Source: an optimization exercise on an open RTL-to-GDS flow (aim: a short achievable clock period and few clock cycles). Production flows keep margins and buffers that such runs may drop. Function was checked by simulation only, so behaviour that the tests miss may differ from the original. No activity file was given, so power comes from the tool's default toggle rates.

Setup of MS:
==> flow/design.v <==
module ks_add #(parameter W = 32)
(
  input  [W-1:0] a,
  input  [W-1:0] b,
  input          cin,
  output [W-1:0] s
);
  localparam L = 5;               
  wire [W-1:0] g [0:L];
  wire [W-1:0] p [0:L];
  wire [W-1:0] h = a ^ b;
  assign g[0] = (a & b) | {{(W-1){1'b0}}, h[0] & cin};
  assign p[0] = h;
  genvar i, k;
  generate
    for (k = 0; k < L; k = k + 1) begin : g_lvl
      for (i = 0; i < W; i = i + 1) begin : g_bit
        if (i >= (1 << k)) begin : g_comb
          assign g[k+1][i] = g[k][i] | (p[k][i] & g[k][i-(1<<k)]);
          assign p[k+1][i] = p[k][i] & p[k][i-(1<<k)];
        end else begin : g_pass
          assign g[k+1][i] = g[k][i];
          assign p[k+1][i] = p[k][i];
        end
      end
    end
  endgenerate
  wire [W-1:0] c = {g[L][W-2:0], cin};
  assign s = h ^ c;
endmodule
module MIPS
(
input clk_m,
input reset_m,
input  [31:0] mem_rdata,
output [31:0] mem_addr,
output [31:0] mem_wdata,
output        mem_we
);
localparam [31:0] RESET_PC = 32'h0040_0000;
reg  [31:0] addr_q;              
reg         we_q;
reg  [31:0] rpc;                 
reg         m_act;               
reg         dv, xv;              
reg         wenR;                
reg  [31:1] rv;                  
reg  [31:0] wd_q;
reg         m_ld, m_wen;
reg  [4:0]  m_rd;
reg  [31:0] ir, dpc4;            
reg         dpred;               
reg  [31:0] xa, xb, xs, x_alt;   
reg         ldfA, ldfB, ldfS;    
reg         ldnB;                
reg  [31:0] sa, sb;              
reg  [4:0]  x_rd;
reg         x_wen;
reg         x_sub, x_and, x_or, x_slt, x_ar;
reg         x_ld, x_st, x_br, x_bne, x_pred;
reg  [31:0] R;
reg  [4:0]  rdR;
assign mem_addr  = addr_q;
assign mem_wdata = wd_q;
assign mem_we    = we_q;
reg  [31:1] rs_oh, rt_oh;
wire [31:0] rf [1:31];
genvar gi;
generate
  for (gi = 1; gi < 32; gi = gi + 1) begin : g_rf
    reg [31:0] q;
    always @(posedge clk_m) begin
      if (wenR && rdR == gi)
        q <= R;
    end
    always @(posedge clk_m or negedge reset_m) begin
      if (!reset_m)
        rv[gi] <= 1'b0;
      else if (wenR && rdR == gi)
        rv[gi] <= 1'b1;
    end
    assign rf[gi] = q;
  end
endgenerate
reg [31:0] rf_rs, rf_rt;
integer ri;
always @(*) begin
  rf_rs = 32'h0;
  rf_rt = 32'h0;
  for (ri = 1; ri < 32; ri = ri + 1) begin
    rf_rs = rf_rs | ({32{rs_oh[ri] & rv[ri]}} & rf[ri]);
    rf_rt = rf_rt | ({32{rt_oh[ri] & rv[ri]}} & rf[ri]);
  end
end
wire [5:0]  op  = ir[31:26];
wire [4:0]  rs  = ir[25:21];
wire [4:0]  rt  = ir[20:16];
wire [4:0]  rd  = ir[15:11];
wire [5:0]  fn  = ir[5:0];
wire [31:0] simm = {{16{ir[15]}}, ir[15:0]};
wire [31:0] zimm = {16'h0, ir[15:0]};
wire d_r    = (op == 6'h00);
wire d_j    = (op == 6'h02);
wire d_beq  = (op == 6'h04);
wire d_bne  = (op == 6'h05);
wire d_br   = d_beq | d_bne;
wire d_slti = (op == 6'h0a);
wire d_andi = (op == 6'h0c);
wire d_ori  = (op == 6'h0d);
wire d_lui  = (op == 6'h0f);
wire d_ld   = (op == 6'h23);
wire d_st   = (op == 6'h2b);
wire d_rsub = d_r & (fn == 6'h22 || fn == 6'h23);
wire d_rand = d_r & (fn == 6'h24);
wire d_ror  = d_r & (fn == 6'h25);
wire d_rslt = d_r & (fn == 6'h2a);
wire d_sub  = d_rsub | d_rslt | d_slti;
wire [4:0] d_dst = d_r ? rd : rt;
wire       d_wen = !(d_j | d_br | d_st) && d_dst != 5'd0;
reg         byp_s, byp_t;
wire [31:0] rs_v = byp_s ? R : rf_rs;
wire [31:0] rt_v = byp_t ? R : rf_rt;
wire        d_bimm = !(d_r | d_br);
wire [31:0] d_b    = d_lui ? {ir[15:0], 16'h0} :
                     (d_andi | d_ori) ? zimm :
                     d_bimm ? simm : rt_v;
wire [31:0] d_a    = d_lui ? 32'h0 : rs_v;
wire x_fw   = xv & x_wen;
wire d_mA   = x_fw & (x_rd == rs) & !d_lui;
wire d_mB   = x_fw & (x_rd == rt) & !d_bimm;
wire d_mS   = x_fw & (x_rd == rt);
wire [31:0] d_btgt = dpc4 + {simm[29:0], 2'b00};
wire        d_pred = dpred;
wire [31:0] sum;
ks_add #(32) u_sum (.a(xa), .b(xb), .cin(x_sub), .s(sum));
wire        lt  = (xa[31] == xb[31]) ? xa[31] : sum[31];    
wire [31:0] lg  = ({32{x_and}} & (xa & xb)) | ({32{x_or}} & (xa | xb)) |
                  {31'b0, x_slt & lt};
wire [31:0] res = x_ar ? sum : lg;
wire        eq  = (xa == xb);
wire        mispred = xv & x_br & ((eq ^ x_bne) ^ x_pred);
wire        x_go    = xv & (x_ld | x_st);       
wire        x_alu   = xv & x_wen & !x_ld;       
wire [31:0] fpc4    = {addr_q[31:2] + 30'd1, 2'b00};
wire [5:0]  f_op    = mem_rdata[31:26];
wire        f_j     = (f_op == 6'h02);
wire        f_bp    = (f_op == 6'h04 || f_op == 6'h05) && f_short && f_c6;
wire [31:0] f_jt    = {fpc4[31:28], mem_rdata[25:0], 2'b00};
wire        f_short = &mem_rdata[15:6];
wire [6:0]  f_blo   = {1'b0, fpc4[7:2]} + {1'b0, mem_rdata[5:0]};
wire [63:0] f_ctab;
genvar ck;
generate
  for (ck = 0; ck < 64; ck = ck + 1) begin : g_ctab
    assign f_ctab[ck] = ({1'b0, fpc4[7:2]} + ck) >= 64;
  end
endgenerate
wire        f_c6    = f_ctab[mem_rdata[5:0]];
wire [31:0] f_bt    = {fpc4[31:8], f_blo[5:0], 2'b00};
wire        f_sel   = reset_m & !m_act & !x_go & !mispred & (f_j | f_bp);
wire [31:0] f_raddr = f_j ? f_jt : f_bt;
wire [31:0] d_jtgt  = {dpc4[31:28], ir[25:0], 2'b00};
wire [31:0] resume  = (dv & d_j) ? d_jtgt : (dv & d_pred) ? d_btgt : rpc;
wire [31:0] a_early = !reset_m ? RESET_PC : m_act ? resume : x_go ? sum :
                      mispred ? x_alt : fpc4;
wire [31:0] addr_n  = f_sel ? f_raddr : a_early;
wire        fA = x_alu & d_mA;
wire        fB = x_alu & d_mB;
wire        fS = x_alu & d_mS;
wire [31:0] sum_b = sum ^ {32{d_sub}};
wire [31:0] lg_b  = lg ^ {32{d_sub}};
wire [31:0] db_b  = d_b ^ {32{d_sub}};
wire [31:0] xa_n = (fA & x_ar) ? sum   : fA ? lg   : d_a;
wire [31:0] xb_n = (fB & x_ar) ? sum_b : fB ? lg_b : db_b;
wire [31:0] xs_n = (fS & x_ar) ? sum   : fS ? lg   : rt_v;
wire        wenR_n = m_act ? (m_ld ? m_wen : wenR) : (x_alu | wenR);
wire [4:0]  rdR_n  = m_act ? (m_ld ? m_rd : rdR) : (x_alu ? x_rd : rdR);
wire [4:0]  nrs    = m_act ? rs : mem_rdata[25:21];
wire [4:0]  nrt    = m_act ? rt : mem_rdata[20:16];
always @(posedge clk_m) begin
  byp_s <= wenR_n && rdR_n == nrs;
  byp_t <= wenR_n && rdR_n == nrt;
end
always @(posedge clk_m or negedge reset_m) begin
  if (!reset_m) begin
    m_act  <= 1'b0;
    dv     <= 1'b0;
    xv     <= 1'b0;
    wenR   <= 1'b0;
  end else begin
    if (m_act) begin
      m_act  <= 1'b0;
      if (m_ld)
        wenR <= m_wen;
    end else begin
      if (x_alu)
        wenR <= 1'b1;
      m_act  <= x_go;
      xv     <= dv & !mispred;
      dv     <= !mispred;
    end
  end
end
always @(posedge clk_m) begin
  addr_q <= addr_n;
  we_q   <= reset_m & !m_act & x_go & x_st;
end
always @(posedge clk_m) begin
  wd_q <= xs;                    
  if (m_act) begin
    if (m_ld) begin
      R   <= mem_rdata;
      rdR <= m_rd;
      if (ldfS) xs <= mem_rdata;
    end
    xa <= ldfA ? mem_rdata : sa;
    xb <= ldfB ? (ldnB ? ~mem_rdata : mem_rdata) : sb;
    ldfA <= 1'b0;
    ldfB <= 1'b0;
    ldfS <= 1'b0;
  end else begin
    if (x_alu) begin
      R   <= res;
      rdR <= x_rd;
    end
    m_ld  <= x_ld;
    m_rd  <= x_rd;
    m_wen <= x_wen;
    xa     <= xa_n;
    xb     <= xb_n;
    sa     <= xa_n;
    sb     <= xb_n;
    xs     <= xs_n;
    ldfA   <= x_go & x_ld & x_wen & d_mA;
    ldfB   <= x_go & x_ld & x_wen & d_mB;
    ldfS   <= x_go & x_ld & x_wen & d_mS;
    ldnB   <= x_go & x_ld & x_wen & d_mB & d_sub;
    x_rd   <= d_dst;
    x_wen  <= d_wen;
    x_sub  <= d_sub;
    x_and  <= d_rand | d_andi;
    x_or   <= d_ror | d_ori;
    x_slt  <= d_rslt | d_slti;
    x_ar   <= !(d_rand | d_andi | d_ror | d_ori | d_rslt | d_slti);
    x_ld   <= d_ld;
    x_st   <= d_st;
    x_br   <= d_br;
    x_bne  <= d_bne;
    x_pred <= d_pred;
    x_alt  <= d_pred ? dpc4 : d_btgt;
    ir   <= mem_rdata;
    for (ri = 1; ri < 32; ri = ri + 1) begin
      rs_oh[ri] <= (mem_rdata[25:21] == ri);
      rt_oh[ri] <= (mem_rdata[20:16] == ri);
    end
    dpred <= f_bp;
    dpc4 <= fpc4;
    rpc  <= fpc4;
  end
end
endmodule
==> flow/config.mk <==
export PLATFORM = sky130hd
export DESIGN_NAME = MIPS
export DESIGN_NICKNAME = MIPS
export VERILOG_FILES = /design/flow/design.v
export SDC_FILE = /design/flow/constraint.sdc
export NUM_CORES = 4
export LEC_CHECK = 0
export CAP_MARGIN = 20
export CORE_MARGIN = 2
export CORE_UTILIZATION = 45
export SLEW_MARGIN = 20
==> flow/constraint.sdc <==
create_clock -name core_clock -period 10.0 [get_ports {clk_m}]
set_input_delay 2.0000 -clock core_clock [delete_from_list [all_inputs] [get_ports {clk_m}]]
set_output_delay 2.0000 -clock core_clock [all_outputs]
set_load 0.01 [all_outputs]
standard.sh (not shown) runs the stock make flow with config.mk's settings and CLKGATE_MAP_FILE= SYNTH_SCRIPT=/design/flow/synth_recipe.tcl, a recipe that flattens the netlist after the stock synthesis.
==> flow/flow/run.sh <==
#!/bin/bash
# Layout flow: the standard flow (standard synthesis, floorplan, placement,
# CTS, routing), with the timing repair steps aiming for extra setup slack so
# that the layout closes at a shorter period than the design's clock.
set -euo pipefail
MARGIN=$(cat flow/setup_margin.txt)
bash standard.sh SETUP_SLACK_MARGIN=$MARGIN finish > standard_flow.log 2>&1
==> flow/flow/setup_margin.txt <==
7.0
Testbench counts of MS, summed over its fixed seeds: cycles 22,124.
For PW, these inputs were changed with respect to MS:
diff --git a/flow/design.v b/flow/design.v
--- a/flow/design.v
+++ b/flow/design.v
@@ -50,15 +50,16 @@
 reg  [4:0]  m_rd;
 reg  [31:0] ir, dpc4;            
 reg         dpred;               
 reg  [31:0] xa, xb, xs, x_alt;   
-reg         ldfA, ldfB, ldfS;    
+reg         ldfA, ldfB;          
+reg         fwS;                 
 reg         ldnB;                
-reg  [31:0] sa, sb;              
 reg  [4:0]  x_rd;
 reg         x_wen;
 reg         x_sub, x_and, x_or, x_slt, x_ar;
 reg         x_ld, x_st, x_br, x_bne, x_pred;
+reg         x_n0, x_n1;          
 reg  [31:0] R;
 reg  [4:0]  rdR;
 assign mem_addr  = addr_q;
 assign mem_wdata = wd_q;
@@ -138,42 +139,35 @@
                   {31'b0, x_slt & lt};
 wire [31:0] res = x_ar ? sum : lg;
 wire        eq  = (xa == xb);
 wire        mispred = xv & x_br & ((eq ^ x_bne) ^ x_pred);
+wire        d_rdr    = dv & (d_j | d_pred);
+wire        mis_skip = mispred & x_n1 & !d_rdr;
+wire        mis_full = mispred & !x_n0 & !(x_n1 & !d_rdr);
 wire        x_go    = xv & (x_ld | x_st);       
 wire        x_alu   = xv & x_wen & !x_ld;       
 wire [31:0] fpc4    = {addr_q[31:2] + 30'd1, 2'b00};
 wire [5:0]  f_op    = mem_rdata[31:26];
 wire        f_j     = (f_op == 6'h02);
-wire        f_bp    = (f_op == 6'h04 || f_op == 6'h05) && f_short && f_c6;
+wire        f_bp    = (f_op == 6'h04 || f_op == 6'h05) && f_short;
 wire [31:0] f_jt    = {fpc4[31:28], mem_rdata[25:0], 2'b00};
-wire        f_short = &mem_rdata[15:6];
-wire [6:0]  f_blo   = {1'b0, fpc4[7:2]} + {1'b0, mem_rdata[5:0]};
-wire [63:0] f_ctab;
-genvar ck;
-generate
-  for (ck = 0; ck < 64; ck = ck + 1) begin : g_ctab
-    assign f_ctab[ck] = ({1'b0, fpc4[7:2]} + ck) >= 64;
-  end
-endgenerate
-wire        f_c6    = f_ctab[mem_rdata[5:0]];
-wire [31:0] f_bt    = {fpc4[31:8], f_blo[5:0], 2'b00};
-wire        f_sel   = reset_m & !m_act & !x_go & !mispred & (f_j | f_bp);
+wire        f_short = (&mem_rdata[15:3]) & (|fpc4[7:5]);
+wire [5:0]  f_blo   = fpc4[7:2] + mem_rdata[5:0];
+wire [31:0] f_bt    = {fpc4[31:8], f_blo, 2'b00};
+wire        f_sel   = reset_m & !m_act & !x_go & !mis_full & (f_j | f_bp);
 wire [31:0] f_raddr = f_j ? f_jt : f_bt;
 wire [31:0] d_jtgt  = {dpc4[31:28], ir[25:0], 2'b00};
 wire [31:0] resume  = (dv & d_j) ? d_jtgt : (dv & d_pred) ? d_btgt : rpc;
 wire [31:0] a_early = !reset_m ? RESET_PC : m_act ? resume : x_go ? sum :
-                      mispred ? x_alt : fpc4;
+                      mis_full ? x_alt : fpc4;
 wire [31:0] addr_n  = f_sel ? f_raddr : a_early;
 wire        fA = x_alu & d_mA;
 wire        fB = x_alu & d_mB;
-wire        fS = x_alu & d_mS;
 wire [31:0] sum_b = sum ^ {32{d_sub}};
 wire [31:0] lg_b  = lg ^ {32{d_sub}};
 wire [31:0] db_b  = d_b ^ {32{d_sub}};
 wire [31:0] xa_n = (fA & x_ar) ? sum   : fA ? lg   : d_a;
 wire [31:0] xb_n = (fB & x_ar) ? sum_b : fB ? lg_b : db_b;
-wire [31:0] xs_n = (fS & x_ar) ? sum   : fS ? lg   : rt_v;
 wire        wenR_n = m_act ? (m_ld ? m_wen : wenR) : (x_alu | wenR);
 wire [4:0]  rdR_n  = m_act ? (m_ld ? m_rd : rdR) : (x_alu ? x_rd : rdR);
 wire [4:0]  nrs    = m_act ? rs : mem_rdata[25:21];
 wire [4:0]  nrt    = m_act ? rt : mem_rdata[20:16];
@@ -195,30 +189,28 @@
     end else begin
       if (x_alu)
         wenR <= 1'b1;
       m_act  <= x_go;
-      xv     <= dv & !mispred;
-      dv     <= !mispred;
+      xv     <= dv & !mis_full & !mis_skip;
+      dv     <= !mis_full;
     end
   end
 end
 always @(posedge clk_m) begin
   addr_q <= addr_n;
   we_q   <= reset_m & !m_act & x_go & x_st;
 end
 always @(posedge clk_m) begin
-  wd_q <= xs;                    
+  wd_q <= fwS ? R : xs;
   if (m_act) begin
     if (m_ld) begin
       R   <= mem_rdata;
       rdR <= m_rd;
-      if (ldfS) xs <= mem_rdata;
-    end
-    xa <= ldfA ? mem_rdata : sa;
-    xb <= ldfB ? (ldnB ? ~mem_rdata : mem_rdata) : sb;
+    end
+    if (ldfA) xa <= mem_rdata;
+    if (ldfB) xb <= ldnB ? ~mem_rdata : mem_rdata;
     ldfA <= 1'b0;
     ldfB <= 1'b0;
-    ldfS <= 1'b0;
   end else begin
     if (x_alu) begin
       R   <= res;
       rdR <= x_rd;
@@ -227,14 +219,12 @@
     m_rd  <= x_rd;
     m_wen <= x_wen;
     xa     <= xa_n;
     xb     <= xb_n;
-    sa     <= xa_n;
-    sb     <= xb_n;
-    xs     <= xs_n;
+    xs     <= rt_v;
+    fwS    <= d_mS;
     ldfA   <= x_go & x_ld & x_wen & d_mA;
     ldfB   <= x_go & x_ld & x_wen & d_mB;
-    ldfS   <= x_go & x_ld & x_wen & d_mS;
     ldnB   <= x_go & x_ld & x_wen & d_mB & d_sub;
     x_rd   <= d_dst;
     x_wen  <= d_wen;
     x_sub  <= d_sub;
@@ -246,8 +236,10 @@
     x_st   <= d_st;
     x_br   <= d_br;
     x_bne  <= d_bne;
     x_pred <= d_pred;
+    x_n0   <= (ir[15:0] == 16'd0);
+    x_n1   <= (ir[15:0] == 16'd1);
     x_alt  <= d_pred ? dpc4 : d_btgt;
     ir   <= mem_rdata;
     for (ri = 1; ri < 32; ri = ri + 1) begin
       rs_oh[ri] <= (mem_rdata[25:21] == ri);
## What came out
Looking only at inserted tap cell count, and setting everything else aside, the higher value of MS and PW goes to MS.
Going from MS to PW, the global-route usage was found to have gone up by 1.3 points.
Changes observed in PW relative to MS: post-synthesis xor/xnor area fraction moved down, post-route clock period utilization dropped 0.69 points, sequential share of layout area barely changed.
Compared with MS, PW is the less power-hungry design.
Max buffer count from post-CTS setup fixing across MS and PW: MS
Compared with MS, in PW final-stage net count lost 4.6%; via count of the routed design dropped 1254.
Total leakage power: lower on PW
Higher die area goes to MS over PW.
Cmp MS and PW / combined flip-flop and latch cell area / higher: MS
Testbench counts of PW, summed over its fixed seeds: cycles 22,004.

[afterwards: timing with drivers on the ports]
Ports are ideal in the flow. The routed layouts listed here were re-timed in OpenROAD.
Step 1 (the two cells are an assumption about what drives the block):
set clk [get_ports {clk_m}]
set_driving_cell -lib_cell sky130_fd_sc_hd__clkbuf_16 $clk
set_driving_cell -lib_cell sky130_fd_sc_hd__buf_2 [delete_from_list [all_inputs] $clk]
Step 2 moves the port delays by t, midway between the first and last clock arrival at a register: inputs arrive t later, outputs are due t later. That takes back most of the time a late clock gives input paths.
Three values: ideal, step 1, step 2; two values: the first two.
| run | t, ns | setup slack, ns | worst data-port slew with drivers (ns) |
|---|---|---|---|
| MS | 0.893 | 6.439 / 6.439 / 5.675 | 0.12 |
| PW | 0.897 | 6.508 / 6.508 / 5.773 | 0.12 |
After both steps setup and hold are still met in every run listed. For MS, which loses most, drivers alone change the setup slack by 0.000 ns; drivers and shift together by -0.764 ns.
